Background: an optimization exercise with open tools, aiming at small area. Do not read the settings as production practice. Only simulation tests tie the RTL to the original design; equivalence was not proved. No driver is modelled on the clock port, so clocking that relies on it looks cheaper here than on a real chip. Power is estimated from default activity; no workload was simulated.

==> flow/design.v <==
module my_fifo #(
                   parameter DATA_W           = 128      ,         
                   parameter DEPTH            = 10      ,         
                   parameter UPP_TH           = 4      ,         
                   parameter LOW_TH           = 2                
                )
                (
                   input                   clk         ,         
                   input                   rstn        ,         
                   input                   i_wren      ,         
                   input  [DATA_W - 1 : 0] i_wrdata    ,         
                   output                  o_alm_full  ,         
                   output                  o_full      ,         
                   input                   i_rden      ,         
                   output [DATA_W - 1 : 0] o_rddata    ,         
                   output                  o_alm_empty ,         
                   output                  o_empty               
                );
localparam CW = $clog2(DEPTH + 1);                
logic [CW - 1 : 0] dcount_rg ;                    
logic [DEPTH - 1 : 0] pol_rg ;                    
wire full_s  = (dcount_rg == DEPTH);
wire empty_s = (dcount_rg == 0);
wire wren_s  = i_wren & ~full_s;
wire rden_s  = i_rden & ~empty_s;
wire [CW - 1 : 0] wrpos_s = rden_s ? dcount_rg - 1'b1 : dcount_rg;
logic [DEPTH - 1 : 0] ld_s;                       
logic [DEPTH - 1 : 0] sh_s;                       
logic [DEPTH - 1 : 0] hd_s;                       
always_comb begin
   for (int i = 0; i < DEPTH; i++) begin
      ld_s[i] = wren_s & (wrpos_s == i);
      sh_s[i] = (i < DEPTH - 1) ? rden_s & ~ld_s[i] : 1'b0;
      hd_s[i] = ~(ld_s[i] | sh_s[i]);
   end
end
always @ (posedge clk) begin
   if (!rstn) begin
      dcount_rg <= 0;
   end
   else begin
      if (wren_s && !rden_s)      dcount_rg <= dcount_rg + 1'b1;
      else if (!wren_s && rden_s) dcount_rg <= dcount_rg - 1'b1;
   end
end
always @ (posedge clk)
   for (int i = 0; i < DEPTH; i++)
      pol_rg[i] <= ld_s[i] | (sh_s[i] ? ~pol_rg[(i < DEPTH - 1) ? i + 1 : i] : ~pol_rg[i]);
genvar g, b;
generate
   for (g = 0; g < DEPTH; g++) begin : g_word
      logic [DATA_W - 1 : 0] data_rg;
      logic [DATA_W - 1 : 0] next_s;
      always @ (posedge clk)
         data_rg <= next_s;
   end
   for (g = 0; g < DEPTH - 1; g++) begin : g_mid
      for (b = 0; b < DATA_W; b++) begin : g_bit
         my_fifo_aoi222 u_next (.a({g_word[g].data_rg[b], g_word[g + 1].data_rg[b], i_wrdata[b]}),
                                .s({hd_s[g], sh_s[g], ld_s[g]}), .y(g_word[g].next_s[b]));
      end
   end
endgenerate
my_fifo_oai22 #(.W(DATA_W)) u_last (.a(i_wrdata), .an(~ld_s[DEPTH - 1]), .b(g_word[DEPTH - 1].data_rg),
                                    .bn(ld_s[DEPTH - 1]), .y(g_word[DEPTH - 1].next_s));
assign o_full      = full_s;
assign o_empty     = empty_s;
assign o_alm_full  = (dcount_rg > UPP_TH);
assign o_alm_empty = (dcount_rg < LOW_TH);
my_fifo_xor #(.W(DATA_W)) u_out (.a(g_word[0].data_rg), .s(pol_rg[0]), .y(o_rddata));
endmodule
module my_fifo_aoi222 (input [2 : 0] a, input [2 : 0] s, output y);
   assign y = ~((a[0] & s[0]) | (a[1] & s[1]) | (a[2] & s[2]));
endmodule
module my_fifo_oai22 #(parameter W = 1) (input [W - 1 : 0] a, input an, input [W - 1 : 0] b, input bn, output [W - 1 : 0] y);
   assign y = ~((a | {W{an}}) & (b | {W{bn}}));
endmodule
module my_fifo_xor #(parameter W = 1) (input [W - 1 : 0] a, input s, output [W - 1 : 0] y);
   assign y = a ^ {W{s}};
endmodule
==> flow/flow/run.sh <==
#!/bin/bash
set -euo pipefail
export BUFFER_PORTS_ARGS="-buffer_cell sky130_fd_sc_hd__buf_1"
export CTS_ARGS="-sink_clustering_enable -repair_clock_nets -dont_use_dummy_load -buf_list sky130_fd_sc_hd__clkbuf_16 -sink_clustering_size 28 -sink_clustering_max_diameter 100"
export POST_CTS_TCL="$PWD/flow/downsize.tcl"
bash standard.sh > standard.log 2>&1
==> flow/flow/downsize.tcl <==
# Area recovery after CTS: give each upsized non-clock cell the smallest drive strength of its
# kind that keeps every max-slew and max-capacitance check at least 20% below its limit (the
# margin ORFS's own repair aims for), setup slack at least 0.3 ns and hold slack at least 0.
# Placement-estimated parasitics; the repair after global routing fixes what the estimate missed.
estimate_parasitics -placement
proc ds_ok {} {
  if {[sta::max_slew_check_slack_limit] < min(0.2, $::ds_slew0)} { return 0 }
  if {[sta::max_capacitance_check_slack_limit] < min(0.2, $::ds_cap0)} { return 0 }
  if {[sta::worst_slack_cmd max] < min(0.3e-9, $::ds_setup0)} { return 0 }
  if {[sta::worst_slack_cmd min] < min(0.0, $::ds_hold0)} { return 0 }
  return 1
}
set ::ds_slew0 [sta::max_slew_check_slack_limit]
set ::ds_cap0 [sta::max_capacitance_check_slack_limit]
set ::ds_setup0 [sta::worst_slack_cmd max]
set ::ds_hold0 [sta::worst_slack_cmd min]
puts "downsize: before: slew slack/limit $::ds_slew0, capacitance slack/limit $::ds_cap0, setup slack $::ds_setup0, hold slack $::ds_hold0"
set ds_saved 0.0
set ds_before [ds_ok]
puts "downsize: design ok before: $ds_before"
foreach inst [get_cells *] {
  set ref [get_property $inst ref_name]
  if {![regexp {^(sky130_fd_sc_hd__[a-z0-9]+)_([0-9]+)$} $ref -> base sz]} { continue }
  if {$sz <= 1} { continue }
  if {[regexp {__(clk|df|edf|sdf|dl|tap|fill|decap|conb|diode)} $base]} { continue }
  set dbi [[ord::get_db_block] findInst [get_full_name $inst]]
  if {[$dbi isFixed]} { continue }
  set cur [[$dbi getMaster] getName]
  set a0 [expr {[[$dbi getMaster] getWidth] * [[$dbi getMaster] getHeight] / 1e6}]
  foreach s {0 1 2 3 4 6 8 12} {
    if {$s >= $sz} { break }
    set cand ${base}_$s
    set m [[ord::get_db] findMaster $cand]
    if {$m eq "NULL" || $m eq ""} { continue }
    if {[llength [get_lib_cells -quiet */$cand]] == 0} { continue }
    set lc [get_lib_cells */$cand]
    if {[get_property $lc dont_use]} { continue }
    replace_cell $inst $cand
    if {[ds_ok]} {
      set a1 [expr {[$m getWidth] * [$m getHeight] / 1e6}]
      set ds_saved [expr {$ds_saved + $a0 - $a1}]
      break
    }
    replace_cell $inst $cur
  }
}
puts "downsize: saved $ds_saved um2"
detailed_placement
check_placement
==> flow/standard.sh <==
#!/bin/bash
# synth_recipe.tcl (not shown) runs the flow's synth.tcl, then flattens the netlist and writes it again
# the make line also repeats each setting of config.mk as NAME=value (left out here)
make -C /OpenROAD-flow-scripts/flow DESIGN_CONFIG=/design/flow/config.mk WORK_HOME=/design/flow/orfs CLKGATE_MAP_FILE= SYNTH_SCRIPT=/design/flow/synth_recipe.tcl "${@:-finish}"
==> flow/config.mk <==
export PLATFORM = sky130hd
export DESIGN_NAME = my_fifo
export DESIGN_NICKNAME = my_fifo
export VERILOG_FILES = /design/flow/design.v
export SDC_FILE = /design/flow/constraint.sdc
export NUM_CORES = 4
export LEC_CHECK = 0
export CAP_MARGIN = 20
export CORE_MARGIN = 2
export CORE_UTILIZATION = 40
export CTS_BUF_LIST = sky130_fd_sc_hd__clkbuf_16
export CTS_CLUSTER_DIAMETER = 100
export CTS_CLUSTER_SIZE = 28
export SLEW_MARGIN = 20
export SYNTH_HIERARCHICAL = 1
==> flow/constraint.sdc <==
create_clock -name core_clock -period 5.0 [get_ports {clk}]
set_input_delay 1.0000 -clock core_clock [delete_from_list [all_inputs] [get_ports {clk}]]
set_output_delay 1.0000 -clock core_clock [all_outputs]
set_load 0.01 [all_outputs]
==> results.json, run 1 <==
{
  "core_area_um2": 101000,
  "worstSkewPairLatency_ns": 0.64,
  "grt_pass1_wl_mm": 190,
  "holdWs_ns": 0.402,
  "syn_area_um2": 40700,
  "drive_above_1_share": 0.0394,
  "clockPowerShare": 0.123,
  "ys_seq_area_frac": 0.636,
  "antenna_found_initial": 11,
  "die_area_um2": 104000,
  "fp.dieH_um": 323,
  "gr-total-overflow": 0,
  "stdcell_count": 4567,
  "wl_per_cell_um": 27.2,
  "synth_cells": 2864,
  "clock_skew_ns": 0.0181,
  "n_fill_cell": 9568,
  "p_seq_frac": 0.491,
  "cp_max_fo": 50,
  "synth_edf_count": 0,
  "period_needed_ns": 4.53,
  "crit_arrival_ns": 4.99,
  "final_cell_mix": "dfxtp_1 (1,292), a222oi_1 (1,152), buf_1 (275), xor2_1 (130), o22ai_1 (128)",
  "cts.clk_slew.worst_paths_ns": 0.10,
  "multiInputGateArea_um2": 14300,
  "yosysWarnings": 7,
  "ant_nets": 0,
  "ys_async_sr_fraction": 0,
  "drt_iter0_drc": 8037,
  "via_count": 32600,
  "cts_sinks": 1294,
  "r2r_cells": 9,
  "whs_path_depth": 1,
  "relSlewSlack": 0.219,
  "hold_viol_final": 0,
  "final-seq-area_um2": 25900,
  "io_pins": 264,
  "rsz0062_at_grt": "false",
  "r2r_start": "dcount_rg[0]",
  "required_ns": 5.46,
  "slew_violations": 0,
  "grtUsageTotal": 0.227,
  "post-dp-hpwl_mm": 63.8,
  "final_common_cell": "dfxtp_1",
  "viasPerCell": 7.15,
  "leakage_nw": 15.8,
  "p_switching_mw": 15.4,
  "power_density_nw_per_um2": 894,
  "areaGrowthSynthToFinish_pct": 9.93,
  "finalPower_mw": 40.0,
  "avgSynthCellArea_um2": 14.2,
  "finalSetupViolations": 0,
  "max_stage_delay_ns": 0.68,
  "p_comb_frac": 0.386,
  "yosys.cell_types.count": 44,
  "dpl.cell_count": 4509,
  "syn_nets": 3000,
  "worst_slew_pin_slew_ns": 1.17,
  "synth-seq-cells": 1294,
  "rows": 117,
  "synthFlopType": "dfxtp_1",
  "die_x_um": 323,
  "worstHoldStart": "pol_rg[9]",
  "end_kind": "flip-flop",
  "startpoint": "dcount_rg[0]",
  "initial_core_util": 0.402,
  "outcome": "timing/DRC/antenna clean",
  "crit_type": "flip-flop to flip-flop",
  "intPower_mw": 24.6,
  "maxCapViolations": 0,
  "cp_cell_sequence": "inv_1, ha_1, or3b_1, and2_2, xnor2_2, nor4_2, buf_6, buf_2, a222oi_1",
  "switching_share": 0.384,
  "gp_congestion": 0.723,
  "io_buffers": 263,
  "drc": 0,
  "wl_mm": 124,
  "grt_pass1_vias": 30800,
  "fmax_mhz": 221,
  "cts_tree": "built",
  "slowest_stage": "buf_2",
  "finalNetCount": 3333,
  "crit_path_start_kind": "flip-flop",
  "worst_ir_drop_vdd_uv": 659,
  "min_path_type": "flip-flop to flip-flop",
  "period_share": 0.907,
  "tns_ns": 0,
  "grt_max_degree": 129,
  "dr.pass1.iters": 17
}
## per-stage QoR
step           setup WS [ns]  cell area, µm²   util
2_1_floorplan         -0.287           41100      -
3_3_place_gp            1.18           44400  0.438
3_5_place_dp            1.17           44400  0.438
5_1_grt                0.206           44800  0.441
6_report               0.466           44800  0.441
## area by class of cell
| type | count | area share |
|---|---|---|
| Sequential cell | 1294 | 0.579 |
| Multi-Input combinational cell | 1506 | 0.319 |
| Tap cell | 1368 | 0.0382 |
| Timing Repair Buffer | 336 | 0.0345 |
| Clock buffer | 52 | 0.0291 |
| Inverter | 7 | 0.000587 |
| Antenna cell | 4 | 0.000224 |
## worst max-delay path: cells and delay by family, from the launching register on
kind | cells | cell delay [ns]
AOI/OAI and AO/OA | 1 | 0.22
xor gates and xnor gates | 1 | 0.32
buffers and inverters | 3 | 1.41
and+or+nand+nor | 3 | 1.39
DFF | 1 | 0.61
adders and majority gates | 1 | 0.35
## power groups by stage
stage          registers [mW]  logic [mW]  clock network [mW]
6_report                 19.6        15.5                4.94
5_1_grt                  20.3        16.9                5.44
3_5_place_dp             19.8        16.2                   0
3_3_place_gp             19.7        15.9                   0
2_1_floorplan            18.8        11.6                   0
## modules after synthesis, one instance, submodules excluded, excerpt
module | cells inside | area (µm²) | flip-flops and latches
my_fifo | 1414 | 26800 | 1294
my_fifo_aoi222 | 1 | 10.0 | 0
## worst paths after layout
path | endpoint | slack (ns)
worst max register to register | g_word[6].data_rg[94] | 0.47
worst min-delay path | pol_rg[9] | 0.40
worst max-delay path | g_word[6].data_rg[94] | 0.47
worst min register to register | pol_rg[9] | 0.40
## synth_stat cells (2+ instances only)
cell type | n | area share
dfxtp_1 | 1294 | 0.64
a222oi_1 | 1152 | 0.28
xor2_1 | 130 | 0.028
o22ai_1 | 128 | 0.020
a31oi_1 | 18 | 0.0028
buf_6 | 17 | 0.0047
buf_4 | 14 | 0.0026
buf_12 | 13 | 0.0064
nor4_1 | 10 | 0.0015
o41ai_1 | 10 | 0.0021
mux2_2 | 9 | 0.0025
buf_2 | 7 | 0.00086
inv_1 | 6 | 0.00055
nor2_1 | 6 | 0.00055
clkbuf_1 | 5 | 0.00046
ha_1 | 4 | 0.0012
a21oi_1 | 3 | 0.00037
and2_1 | 3 | 0.00046
nand2_1 | 3 | 0.00028
o21ai_0 | 3 | 0.00037
a21o_1 | 2 | 0.00037
nand4_1 | 2 | 0.00031
nor2b_1 | 2 | 0.00031
or3_1 | 2 | 0.00031
xnor2_1 | 2 | 0.00043
## kinds of logic (layout without fill, tap and decap cells)
kind of cell / after synthesis / after routing / share of synthesized area
AO/OA/AOI/OAI: 1322 / 1322 / 0.310
AND/OR/NAND/NOR: 37 / 37 / 0.00541
adder cells (fa/ha/maj): 4 / 4 / 0.00123
flip-flops: 1294 / 1294 / 0.636
multiplexers: 10 / 10 / 0.00273
XOR/XNOR: 133 / 133 / 0.0288
other: 0 / 4 / 0
buffers and inverters: 64 / 395 / 0.0157
## routing by layer
metal | GRT usage | part of all wire | vias up
li1 | - | - | 14400
met3 | 0.0398 | 0.087 | 112
met5 | 0 | 0.00070 | -
met2 | 0.354 | 0.45 | 1367
met4 | 0.0474 | 0.015 | 14
met1 | 0.329 | 0.45 | 16800
## sequential cells by signal (all words and copies together) (netlist names)
signal and count:
g_word.data_rg 1280, pol_rg 10, dcount_rg 4
==> inputs of run 2 (changes only) <==
==> flow/flow/run.sh (replaced) <==
#!/bin/bash
# The standard layout (standard.sh) with three changes:
#  - each port is buffered by the smallest buffer (buf_1) instead of the cell buffer_ports picks;
#  - clock tree synthesis builds the tree from buf_12 cells, clusters of at most 26 sinks
#    within 100 um, and no dummy loads;
#  - after clock tree synthesis, flow/downsize.tcl gives each upsized non-clock cell the smallest
#    drive strength that keeps slew, capacitance and timing within margins (area recovery).
# ORFS writes each step's full log under orfs/logs/; make's own output goes to standard.log.
set -euo pipefail
export BUFFER_PORTS_ARGS="-buffer_cell sky130_fd_sc_hd__buf_1"
export CTS_ARGS="-sink_clustering_enable -repair_clock_nets -dont_use_dummy_load -buf_list sky130_fd_sc_hd__buf_12 -sink_clustering_size 26 -sink_clustering_max_diameter 100"
export POST_CTS_TCL="$PWD/flow/downsize.tcl"
bash standard.sh > standard.log 2>&1
--- a/flow/flow/downsize.tcl
+++ b/flow/flow/downsize.tcl
@@ -1,7 +1,8 @@
 # Area recovery after CTS: give each upsized non-clock cell the smallest drive strength of its
 # kind that keeps every max-slew and max-capacitance check at least 20% below its limit (the
 # margin ORFS's own repair aims for), setup slack at least 0.3 ns and hold slack at least 0.
-# Placement-estimated parasitics; the repair after global routing fixes what the estimate missed.
+# Cells on clock nets are left alone. Placement-estimated parasitics; the repair after global
+# routing fixes what the estimate missed.
 estimate_parasitics -placement
 proc ds_ok {} {
   if {[sta::max_slew_check_slack_limit] < min(0.2, $::ds_slew0)} { return 0 }
@@ -25,6 +26,12 @@
   if {[regexp {__(clk|df|edf|sdf|dl|tap|fill|decap|conb|diode)} $base]} { continue }
   set dbi [[ord::get_db_block] findInst [get_full_name $inst]]
   if {[$dbi isFixed]} { continue }
+  set on_clock 0
+  foreach it [$dbi getITerms] {
+    set n [$it getNet]
+    if {$n ne "NULL" && $n ne "" && [$n getSigType] eq "CLOCK"} { set on_clock 1 }
+  }
+  if {$on_clock} { continue }
   set cur [[$dbi getMaster] getName]
   set a0 [expr {[[$dbi getMaster] getWidth] * [[$dbi getMaster] getHeight] / 1e6}]
   foreach s {0 1 2 3 4 6 8 12} {
--- a/flow/config.mk
+++ b/flow/config.mk
@@ -8,8 +8,5 @@
 export CAP_MARGIN = 20
 export CORE_MARGIN = 2
 export CORE_UTILIZATION = 40
-export CTS_BUF_LIST = sky130_fd_sc_hd__clkbuf_16
-export CTS_CLUSTER_DIAMETER = 100
-export CTS_CLUSTER_SIZE = 28
 export SLEW_MARGIN = 20
 export SYNTH_HIERARCHICAL = 1
==> run 2 against run 1 <==
- critical path type unchanged
- worst hold slack got worse by 0.0069 ns
- largest power group unchanged
- still clean
- clock skew up 0.026 ns
- cell count about the same
- core utilization is 0.18 points lower
- total power about the same
- via count is 0.59% higher
==> results.json, run 2 <==
{
  "grt_max_degree": 129,
  "drc": 0,
  "rsz0062_at_grt": "false",
  "syn_nets": 3000,
  "power_density_nw_per_um2": 897,
  "required_ns": 5.41,
  "synthFlopType": "dfxtp_1",
  "synth_cells": 2864,
  "initial_core_util": 0.402,
  "synth_most_common_cell": "dfxtp_1",
  "crit_path_start_kind": "flip-flop",
  "dpl.cell_count": 4509,
  "end_kind": "flip-flop",
  "drive_above_1_share": 0.0406,
  "io_pins": 264,
  "slew_violations": 0,
  "core_area_um2": 101000,
  "period_needed_ns": 4.51,
  "fmax_mhz": 222,
  "clock_skew_ns": 0.0446,
  "setup_ws_ns": 0.490,
  "post-dp-hpwl_mm": 63.8,
  "die_x_um": 323,
  "finalNetCount": 3337,
  "finalSetupViolations": 0,
  "ant_nets": 0,
  "grt_pass1_vias": 30800,
  "final_cell_mix": "dfxtp_1 (1,292), a222oi_1 (1,152), buf_1 (275), xor2_1 (130), o22ai_1 (128)",
  "yosys-top-cells-count": "dfxtp_1 (1,294), a222oi_1 (1,152), xor2_1 (130)",
  "viasPerCell": 7.18,
  "maxCapViolations": 0,
  "crit_type": "flip-flop to flip-flop",
  "synth-seq-cells": 1294,
  "final_common_cell": "dfxtp_1",
  "yosys.cell_types.count": 44,
  "hold_viol_final": 0,
  "met2_usage": 0.356,
  "wl_per_cell_um": 27.3,
  "ys_seq_area_frac": 0.636,
  "worstSkewPairLatency_ns": 0.62,
  "wl_mm": 125,
  "worst_slew_pin_slew_ns": 1.14,
  "synth_edf_count": 0,
  "areaGrowthSynthToFinish_pct": 9.48,
  "largest_reg_flops": 1280,
  "cp_max_fo": 50,
  "outcome": "timing/DRC/antenna clean",
  "grtUsageTotal": 0.227,
  "grt.busiest_layer": "met2",
  "drt_iter0_drc": 8093,
  "period_share": 0.902,
  "cts_tree": "built",
  "die_area_um2": 104000,
  "rows": 117,
  "cts.clk_slew.worst_paths_ns": 0.10,
  "use_met1": 0.330,
  "cts_sinks": 1294,
  "worst_ir_drop_vdd_uv": 666,
  "pre_cts_ws_ns": 1.17,
  "crit_arrival_ns": 4.92,
  "grt_pass1_wl_mm": 190,
  "min_path_type": "flip-flop to flip-flop",
  "gp_congestion": 0.723,
  "stdcell_count": 4569,
  "ys_async_sr_fraction": 0,
  "grt_use_met3": 0.0369,
  "tns_ns": 0,
  "reg.largest.list": "g_word.data_rg: 1280 flops, pol_rg: 10 flops, dcount_rg: 4 flops",
  "relSlewSlack": 0.238,
  "avgSynthCellArea_um2": 14.2,
  "leakage_nw": 15.7,
  "largest_register": "g_word.data_rg",
  "gr-total-overflow": 0,
  "antenna_found_initial": 10,
  "synth_area_leaders": "dfxtp_1 (64%), a222oi_1 (28%), xor2_1 (2.8%)",
  "synth_top_area_share": 0.636,
  "yosysWarnings": 7,
  "n_fill_cell": 9593,
  "syn_area_um2": 40700,
  "final_core_util": 0.440,
  "yosys.area.top_type": "dfxtp_1",
  "io_buffers": 263,
  "fp.dieH_um": 323,
  "dr.pass1.iters": 15,
  "via_count": 32800
}
-- run 2: cell counts after synthesis --
No cell type changed its count.
-- run 2: modules after synthesis, one instance, submodules excluded, a selection --
module	cells inside	times used	area, µm²	flops+latches
my_fifo	1414	1	26800	1294
my_fifo_aoi222	1	1152	10.0	0
-- run 2: logic make-up (layout without fill, tap and decap cells) --
family,Yosys count,in the layout,share of synthesized area
AOI/OAI and AO/OA,1322,1322,0.310
xor gates and xnor gates,133,133,0.0288
adders and majority gates,4,4,0.00123
buffers and inverters,64,399,0.0157
DFF,1294,1294,0.636
muxes,10,10,0.00273
other,0,2,0
and+or+nand+nor,37,37,0.00541
-- run 2: stage by stage --
step                      instance area (µm²)  hold WS [ns]  power, mW
after floorplan                         41100         0.359       30.4
after global placement                  44400         0.366       35.6
after detailed placement                44400         0.377       36.0
after global routing                    44600         0.406       42.6
final                                   44600         0.395       40.0
-- run 2: power breakdown --
part | internal (mW) | total, mW | switching, mW
Combinational | 6.42 | 15.5 | 9.05
Clock | 1.74 | 4.90 | 3.16
Sequential | 16.4 | 19.6 | 3.28
Total | 24.5 | 40.0 | 15.5
-- run 2: area by class of cell --
type                       instances  area, µm²  area share
inverter                           7       26.3    0.000589
timing repair buffer             336       1550      0.0347
multi-input combinational       1506      14300       0.320
antenna                            2       5.00    0.000112
clock buffer                      56       1120      0.0251
tap                             1368       1710      0.0384
sequential                      1294      25900       0.581
-- run 2: final timing paths --
kind / startpoint / endpoint / slack [ns] / cells past startpoint
setup / recovery: dcount_rg[0] / g_word[6].data_rg[94] / 0.49 / 9
hold / removal: g_word[9].data_rg[76] / g_word[8].data_rg[76] / 0.39 / 1
setup reg to reg: dcount_rg[0] / g_word[6].data_rg[94] / 0.49 / 9
hold reg to reg: g_word[9].data_rg[76] / g_word[8].data_rg[76] / 0.39 / 1
-- run 2: layer usage --
metal | wire length, µm | part of all wire
met3 | 10900 | 0.087
met4 | 2090 | 0.017
met1 | 55900 | 0.45
met2 | 55600 | 0.45
met5 | 94 | 0.00075
-- run 2: critical path, stage by stage (launching register included) --
cell,delay (ns)
dfxtp_1,0.60
inv_1,0.21
ha_1,0.35
or3b_1,0.26
and2_2,0.55
xnor2_2,0.32
nor4_2,0.56
buf_6,0.52
buf_2,0.68
a222oi_1,0.22
==> inputs of run 3 (changes only) <==
--- a/flow/design.v
+++ b/flow/design.v
@@ -23,13 +23,15 @@
 wire empty_s = (dcount_rg == 0);
 wire wren_s  = i_wren & ~full_s;
 wire rden_s  = i_rden & ~empty_s;
-wire [CW - 1 : 0] wrpos_s = rden_s ? dcount_rg - 1'b1 : dcount_rg;
+logic [DEPTH : 0] cnt_is_s;                       
+always_comb
+   for (int j = 0; j <= DEPTH; j++) cnt_is_s[j] = (dcount_rg == j);
 logic [DEPTH - 1 : 0] ld_s;                       
 logic [DEPTH - 1 : 0] sh_s;                       
 logic [DEPTH - 1 : 0] hd_s;                       
 always_comb begin
    for (int i = 0; i < DEPTH; i++) begin
-      ld_s[i] = wren_s & (wrpos_s == i);
+      ld_s[i] = wren_s & (rden_s ? cnt_is_s[i + 1] : cnt_is_s[i]);
       sh_s[i] = (i < DEPTH - 1) ? rden_s & ~ld_s[i] : 1'b0;
       hd_s[i] = ~(ld_s[i] | sh_s[i]);
    end
==> run 3 against run 2 <==
- still clean
- cell area shrank 0.36%
- register-to-register slack gained 0.07 ns
- sequential share of layout area grew 0.21 points
- combinational power shrank 13%
- flip-flop and latch count is the same
- worst hold slack gained 0.030 ns
- total power shrank 5.6%
- synthesized cell count is essentially flat
- clock-buffer cell count is the same
- clock skew grew 0.0064 ns
- sequential power is essentially flat
- largest cell class unchanged
==> results.json, run 3 <==
{
  "outcome": "timing/DRC/antenna clean",
  "yosysWarnings": 7,
  "leakage_nw": 15.6,
  "worst_ir_drop_vdd_uv": 567,
  "cts_tree": "built",
  "via_count": 32700,
  "slowest_stage": "buf_4",
  "io_pins": 264,
  "holdWs_ns": 0.425,
  "syn_nets": 3004,
  "cp_cell_sequence": "inv_1, ha_1, or3b_1, clkinv_2, nor2_1, buf_1, inv_1, a21oi_1, buf_4, a222oi_1",
  "wl_per_cell_um": 27.8,
  "wl_mm": 127,
  "reg.largest.list": "g_word.data_rg: 1280 flops, pol_rg: 10 flops, dcount_rg: 4 flops",
  "synth_area_leaders": "dfxtp_1 (64%), a222oi_1 (28%), xor2_1 (2.8%)",
  "synth_top_area_share": 0.637,
  "grtUsageTotal": 0.232,
  "yosys-top-cells-count": "dfxtp_1 (1,294), a222oi_1 (1,152), o22ai_1 (129), xor2_1 (129), buf_6 (16)",
  "wl_met2_mm": 60.2,
  "path_buf_inv": 5,
  "hold_viol_final": 0,
  "avgSynthCellArea_um2": 14.2,
  "max_stage_delay_ns": 0.96,
  "initial_core_util": 0.405,
  "end_kind": "flip-flop",
  "maxCapViolations": 0,
  "relSlewSlack": 0.192,
  "dpl.cell_count": 4497,
  "min_path_type": "flip-flop to flip-flop",
  "dr.pass1.iters": 19,
  "required_ns": 5.43,
  "finalSetupViolations": 0,
  "power_density_nw_per_um2": 850,
  "largest_reg_flops": 1280,
  "fp.dieH_um": 323,
  "finalNetCount": 3338,
  "synth-seq-cells": 1294,
  "die_area_um2": 104000,
  "drt_iter0_drc": 7917,
  "grt_pass1_vias": 31100,
  "top_layer": "met5",
  "syn_area_um2": 40700,
  "crit_path_start_kind": "flip-flop",
  "largest_register": "g_word.data_rg",
  "drc": 0,
  "io_buffers": 263,
  "final-seq-area_um2": 25900,
  "yosys.area.top_type": "dfxtp_1",
  "finalInstanceArea_um2": 44400,
  "cts_sinks": 1294,
  "crit_arrival_ns": 4.87,
  "rows": 116,
  "post-dp-hpwl_mm": 62.8,
  "synth_cells": 2866,
  "final_cell_mix": "dfxtp_1 (1,293), a222oi_1 (1,152), buf_1 (275), o22ai_1 (129), xor2_1 (129)",
  "cp_max_fo": 75,
  "cp_top_family": "buffers and inverters",
  "fmax_mhz": 225,
  "period_share": 0.887,
  "yosys.cell_types.count": 49,
  "final_core_util": 0.442,
  "gp_congestion": 0.755,
  "clock_skew_ns": 0.0510,
  "synth_most_common_cell": "dfxtp_1",
  "finalPower_mw": 37.8,
  "timing.critical_path.mode_cell": "inv_1",
  "worstSkewPairLatency_ns": 0.62,
  "tns_ns": 0,
  "multiInputGateArea_um2": 14100,
  "n_fill_cell": 9517,
  "ant_nets": 0,
  "cts.clk_slew.worst_paths_ns": 0.11,
  "crit_type": "flip-flop to flip-flop",
  "rsz0062_at_grt": "false",
  "areaGrowthSynthToFinish_pct": 9.21,
  "grt_max_degree": 130,
  "slew_violations": 0,
  "grt_pass1_wl_mm": 193,
  "final_common_cell": "dfxtp_1",
  "ys_seq_area_frac": 0.637,
  "synthFlopType": "dfxtp_1",
  "die_x_um": 323,
  "worst_slew_pin_slew_ns": 1.21,
  "period_needed_ns": 4.44,
  "gr-total-overflow": 0,
  "stdcell_count": 4556,
  "viasPerCell": 7.17,
  "pre_cts_ws_ns": 1.51,
  "antenna_found_initial": 5,
  "setup_ws_ns": 0.563,
  "ys_async_sr_fraction": 0,
  "core_area_um2": 100000,
  "placed_area_um2": 43900,
  "wl_met3_mm": 10.5,
  "drive_above_1_share": 0.0363,
  "m1WireLength_mm": 54.0,
  "synth_edf_count": 0
}
[run 3: cell types whose count changed in the layout (fill, tap and decap cells not counted), sizes merged, moves of 9 or more]
cell	before	now
a21oi	3	15
o41ai	11	0
mux2	9	0
nor4	10	1
a31oi	18	3
[run 3: per-layer routing]
metal,global-route usage,vias to the layer above
li1,-,14300
met1,0.314,16700
met2,0.393,1475
met3,0.0312,142
met4,0.0568,8
met5,0,-
[run 3: cell families (layout without fill, tap and decap cells)]
kind of cell,after synthesis,count (layout),share of synthesized area
AOI/OAI and AO/OA,1322,1322,0.310
DFF,1294,1294,0.637
xor gates and xnor gates,130,130,0.0280
buffers and inverters,63,395,0.0155
and+or+nand+nor,47,47,0.00667
adders and majority gates,6,6,0.00184
muxes,4,4,0.000984
other,0,1,0
[run 3: where the power goes]
| group | internal [mW] | total (mW) | switching, mW |
|---|---|---|---|
| clock network | 1.74 | 4.88 | 3.14 |
| logic | 5.73 | 13.5 | 7.77 |
| registers | 16.2 | 19.4 | 3.21 |
| total | 23.7 | 37.8 | 14.1 |
[run 3: final timing paths]
path | end | slack (ns) | startpoint | depth (start not counted)
setup / recovery | g_word[5].data_rg[88] | 0.56 | dcount_rg[0] | 10
hold / removal | g_word[2].data_rg[10] | 0.43 | g_word[3].data_rg[10] | 1
setup reg to reg | g_word[5].data_rg[88] | 0.56 | dcount_rg[0] | 10
hold reg to reg | g_word[2].data_rg[10] | 0.43 | g_word[3].data_rg[10] | 1
[run 3: per-module statistics from Yosys, one instance, submodules excluded, a selection]
module | copies in the design | area (µm²) | cells
my_fifo_aoi222 | 1152 | 10.0 | 1
my_fifo | 1 | 26700 | 1416
[run 3: final cells by class]
| type | instances | share of cell area |
|---|---|---|
| Inverter | 11 | 0.000957 |
| Timing Repair Buffer | 328 | 0.0343 |
| Tap cell | 1357 | 0.0382 |
| Antenna cell | 1 | 0.0000563 |
| Multi-Input combinational cell | 1509 | 0.318 |
| Clock buffer | 56 | 0.0252 |
| Sequential cell | 1294 | 0.583 |
[run 3: worst register-to-register path, cell delays in order (launching register included)]
cell	delay [ns]
dfxtp_1	0.48
inv_1	0.13
ha_1	0.35
or3b_1	0.46
clkinv_2	0.20
nor2_1	0.12
buf_1	0.45
inv_1	0.35
a21oi_1	0.53
buf_4	0.96
a222oi_1	0.24
==> inputs of run 4 (changes only) <==
==> flow/flow/run.sh (replaced) <==
#!/bin/bash
# The standard layout (standard.sh) with three changes:
#  - each port is buffered by the smallest buffer (buf_1) instead of the cell buffer_ports picks;
#  - clock tree synthesis builds the tree from buf_12 cells, clusters of at most 28 sinks
#    within 100 um, and no dummy loads;
#  - after clock tree synthesis, flow/downsize.tcl gives each upsized non-clock cell the smallest
#    drive strength that keeps slew, capacitance and timing within margins (area recovery).
# ORFS writes each step's full log under orfs/logs/; make's own output goes to standard.log.
set -euo pipefail
export BUFFER_PORTS_ARGS="-buffer_cell sky130_fd_sc_hd__buf_1"
export CTS_ARGS="-sink_clustering_enable -repair_clock_nets -dont_use_dummy_load -buf_list sky130_fd_sc_hd__buf_12 -sink_clustering_size 28 -sink_clustering_max_diameter 100"
export POST_CTS_TCL="$PWD/flow/downsize.tcl"
bash standard.sh > standard.log 2>&1
==> run 4 against run 3 <==
- critical path depth is the same
- area after synthesis stayed put
- die area did not move
==> results.json, run 4 <==
{
  "io_pins": 264,
  "cts_sinks": 1294,
  "slowest_stage": "buf_4",
  "wl_mm": 127,
  "fp.dieH_um": 323,
  "gr-total-overflow": 0,
  "required_ns": 5.41,
  "die_x_um": 323,
  "stdcell_count": 4552,
  "post-dp-hpwl_mm": 62.8,
  "drt_iter0_drc": 7919,
  "worstSkewPairLatency_ns": 0.61,
  "wl_per_cell_um": 28.0,
  "final_core_util": 0.442,
  "initial_core_util": 0.405,
  "dr.pass1.iters": 17,
  "viasPerCell": 7.17,
  "ant_nets": 0,
  "rows": 116,
  "synthFlopType": "dfxtp_1",
  "largest_register": "g_word.data_rg",
  "worst_ir_drop_vdd_uv": 564,
  "path_buf_inv": 5,
  "period_share": 0.896,
  "setup_ws_ns": 0.520,
  "grt.busiest_layer": "met2",
  "core_area_um2": 100000,
  "finalSetupViolations": 0,
  "grt_pass1_vias": 31000,
  "areaGrowthSynthToFinish_pct": 9.02,
  "grtUsageTotal": 0.232,
  "maxCapViolations": 0,
  "die_area_um2": 104000,
  "synth_top_area_share": 0.637,
  "yosys.area.top_type": "dfxtp_1",
  "cp_top_family": "buffers and inverters",
  "synth_edf_count": 0,
  "met2_usage": 0.393,
  "hold_viol_final": 0,
  "crit_type": "flip-flop to flip-flop",
  "cp_cell_sequence": "inv_1, ha_1, or3b_1, clkinv_2, nor2_1, buf_1, inv_1, a21oi_1, buf_4, a222oi_1",
  "leakage_nw": 15.5,
  "final_common_cell": "dfxtp_1",
  "final_cell_mix": "dfxtp_1 (1,293), a222oi_1 (1,152), buf_1 (275), o22ai_1 (129), xor2_1 (129)",
  "dpl.cell_count": 4497,
  "avgSynthCellArea_um2": 14.2,
  "max_stage_delay_ns": 0.95,
  "synth-seq-cells": 1294,
  "relSlewSlack": 0.194,
  "synth_area_leaders": "dfxtp_1 (64%), a222oi_1 (28%), xor2_1 (2.8%)",
  "final-seq-area_um2": 25900,
  "n_fill_cell": 9508,
  "yosys.cell_types.count": 49,
  "grt_use_met3": 0.0324,
  "ys_seq_area_frac": 0.637,
  "grt_pass1_wl_mm": 193,
  "finalInstanceArea_um2": 44400,
  "syn_area_um2": 40700,
  "pre_cts_ws_ns": 1.51,
  "gp_congestion": 0.755,
  "timing.critical_path.mode_cell": "inv_1",
  "placed_area_um2": 43900,
  "crit_arrival_ns": 4.89,
  "finalNetCount": 3334,
  "end_kind": "flip-flop",
  "grt_max_degree": 130,
  "power_density_nw_per_um2": 849,
  "io_buffers": 263,
  "cts_tree": "built",
  "synth_cells": 2866,
  "rsz0062_at_grt": "false",
  "synth_most_common_cell": "dfxtp_1",
  "clock_skew_ns": 0.0285,
  "period_needed_ns": 4.48,
  "tns_ns": 0,
  "syn_nets": 3004,
  "r2r_setup_slack_ns": 0.52,
  "via_count": 32700,
  "fmax_mhz": 223,
  "yosys-top-cells-count": "dfxtp_1 (1,294), a222oi_1 (1,152), o22ai_1 (129), xor2_1 (129), buf_6 (16)",
  "slew_violations": 0,
  "drive_above_1_share": 0.0351,
  "outcome": "timing/DRC/antenna clean",
  "reg.largest.list": "g_word.data_rg: 1280 flops, pol_rg: 10 flops, dcount_rg: 4 flops",
  "antenna_found_initial": 5,
  "ys_async_sr_fraction": 0,
  "yosysWarnings": 7,
  "use_met1": 0.312,
  "multiInputGateArea_um2": 14100,
  "cts.clk_slew.worst_paths_ns": 0.11,
  "largest_reg_flops": 1280,
  "worst_slew_pin_slew_ns": 1.21,
  "min_path_type": "flip-flop to flip-flop",
  "cp_max_fo": 75,
  "crit_path_start_kind": "flip-flop",
  "drc": 0
}
==> run 4: per-stage QoR <==
step / power [mW] / hold slack [ns]
floorplan: 28.8 / 0.374
global placement: 33.0 / 0.385
detailed placement: 33.4 / 0.401
global route: 40.0 / 0.444
finish: 37.7 / 0.423
==> run 4: cell type report <==
type / count / share of cell area
Sequential cell: 1294 / 0.584
Antenna cell: 1 / 0.0000564
Inverter: 11 / 0.000959
Timing Repair Buffer: 328 / 0.0343
Tap cell: 1357 / 0.0383
Multi-Input combinational cell: 1509 / 0.319
Clock buffer: 52 / 0.0235
==> run 4: modules after synthesis, one instance, submodules excluded, excerpt <==
module	cells	cell area, µm²	times used	flip-flops and latches
my_fifo	1416	26700	1	1294
my_fifo_aoi222	1	10.0	1152	0
==> run 4: final timing paths <==
kind                         startpoint                endpoint  cells past startpoint
hold / removal    g_word[7].data_rg[17]   g_word[6].data_rg[17]                      1
setup / recovery           dcount_rg[0]  g_word[5].data_rg[112]                     10
hold reg to reg   g_word[7].data_rg[17]   g_word[6].data_rg[17]                      1
setup reg to reg           dcount_rg[0]  g_word[5].data_rg[112]                     10
==> run 4: worst reg2reg max path: cells and delay by family (launching register included) <==
| family | cells | cell delay, ns |
|---|---|---|
| AO/OA/AOI/OAI | 2 | 0.79 |
| adder cells (fa/ha/maj) | 1 | 0.35 |
| buffers and inverters | 5 | 2.09 |
| flip-flops | 1 | 0.48 |
| AND/OR/NAND/NOR | 2 | 0.58 |
==> run 4: layer usage <==
metal  up-vias  share of wire
met3       141          0.087
met2      1512           0.47
li1      14300              -
met4         8          0.017
met5         -        0.00042
met1     16700           0.42
==> run 4: report_power, final <==
group	internal [mW]	switching, mW	leakage [nW]
clock	1.62	3.14	0.489
combinational	5.73	7.77	4.05
sequential	16.2	3.22	11.0
==> run 4: cells by family after synthesis <==
| kind of cell | after synthesis | share of synthesized area |
|---|---|---|
| compound gates | 1322 | 0.310 |
| flops | 1294 | 0.637 |
| buf+inv | 63 | 0.0155 |
| xor+xnor | 130 | 0.0280 |
| mux | 4 | 0.000984 |
| fa+ha+maj | 6 | 0.00184 |
| simple gates | 47 | 0.00667 |

## re-timing with driven ports
Ports are ideal in the flow. The routed layouts listed here were re-timed in OpenROAD. Step 1 assumes that a clkbuf_16 drives the clock port and a buf_2 every other input. Step 2 adds t to the input delays and takes it off the output delays; t is the mean of the earliest and latest rising clock arrival at the registers after step 1. Input paths then give back, and output paths get back, about the clock's delay inside the block. a / b / c = ideal / step 1 / step 2; a / b = the first two.
| run | t, ns | setup slack, ns | slew at the worst register clock pin (ns) |
|---|---|---|---|
| run 1 | 0.708 | 0.466 / 0.466 / 0.466 | 0.11 / 0.11 |
| run 2 | 0.663 | 0.490 / 0.490 / 0.490 | 0.11 / 0.11 |
| run 3 | 0.662 | 0.563 / 0.563 / 0.073 | 0.11 / 0.11 |
| run 4 | 0.667 | 0.520 / 0.520 / 0.008 | 0.12 / 0.12 |
After both steps every run listed still meets setup and hold. The setup slack of run 4, which loses most, moves by 0.000 ns with the drivers and by -0.512 ns with both steps.
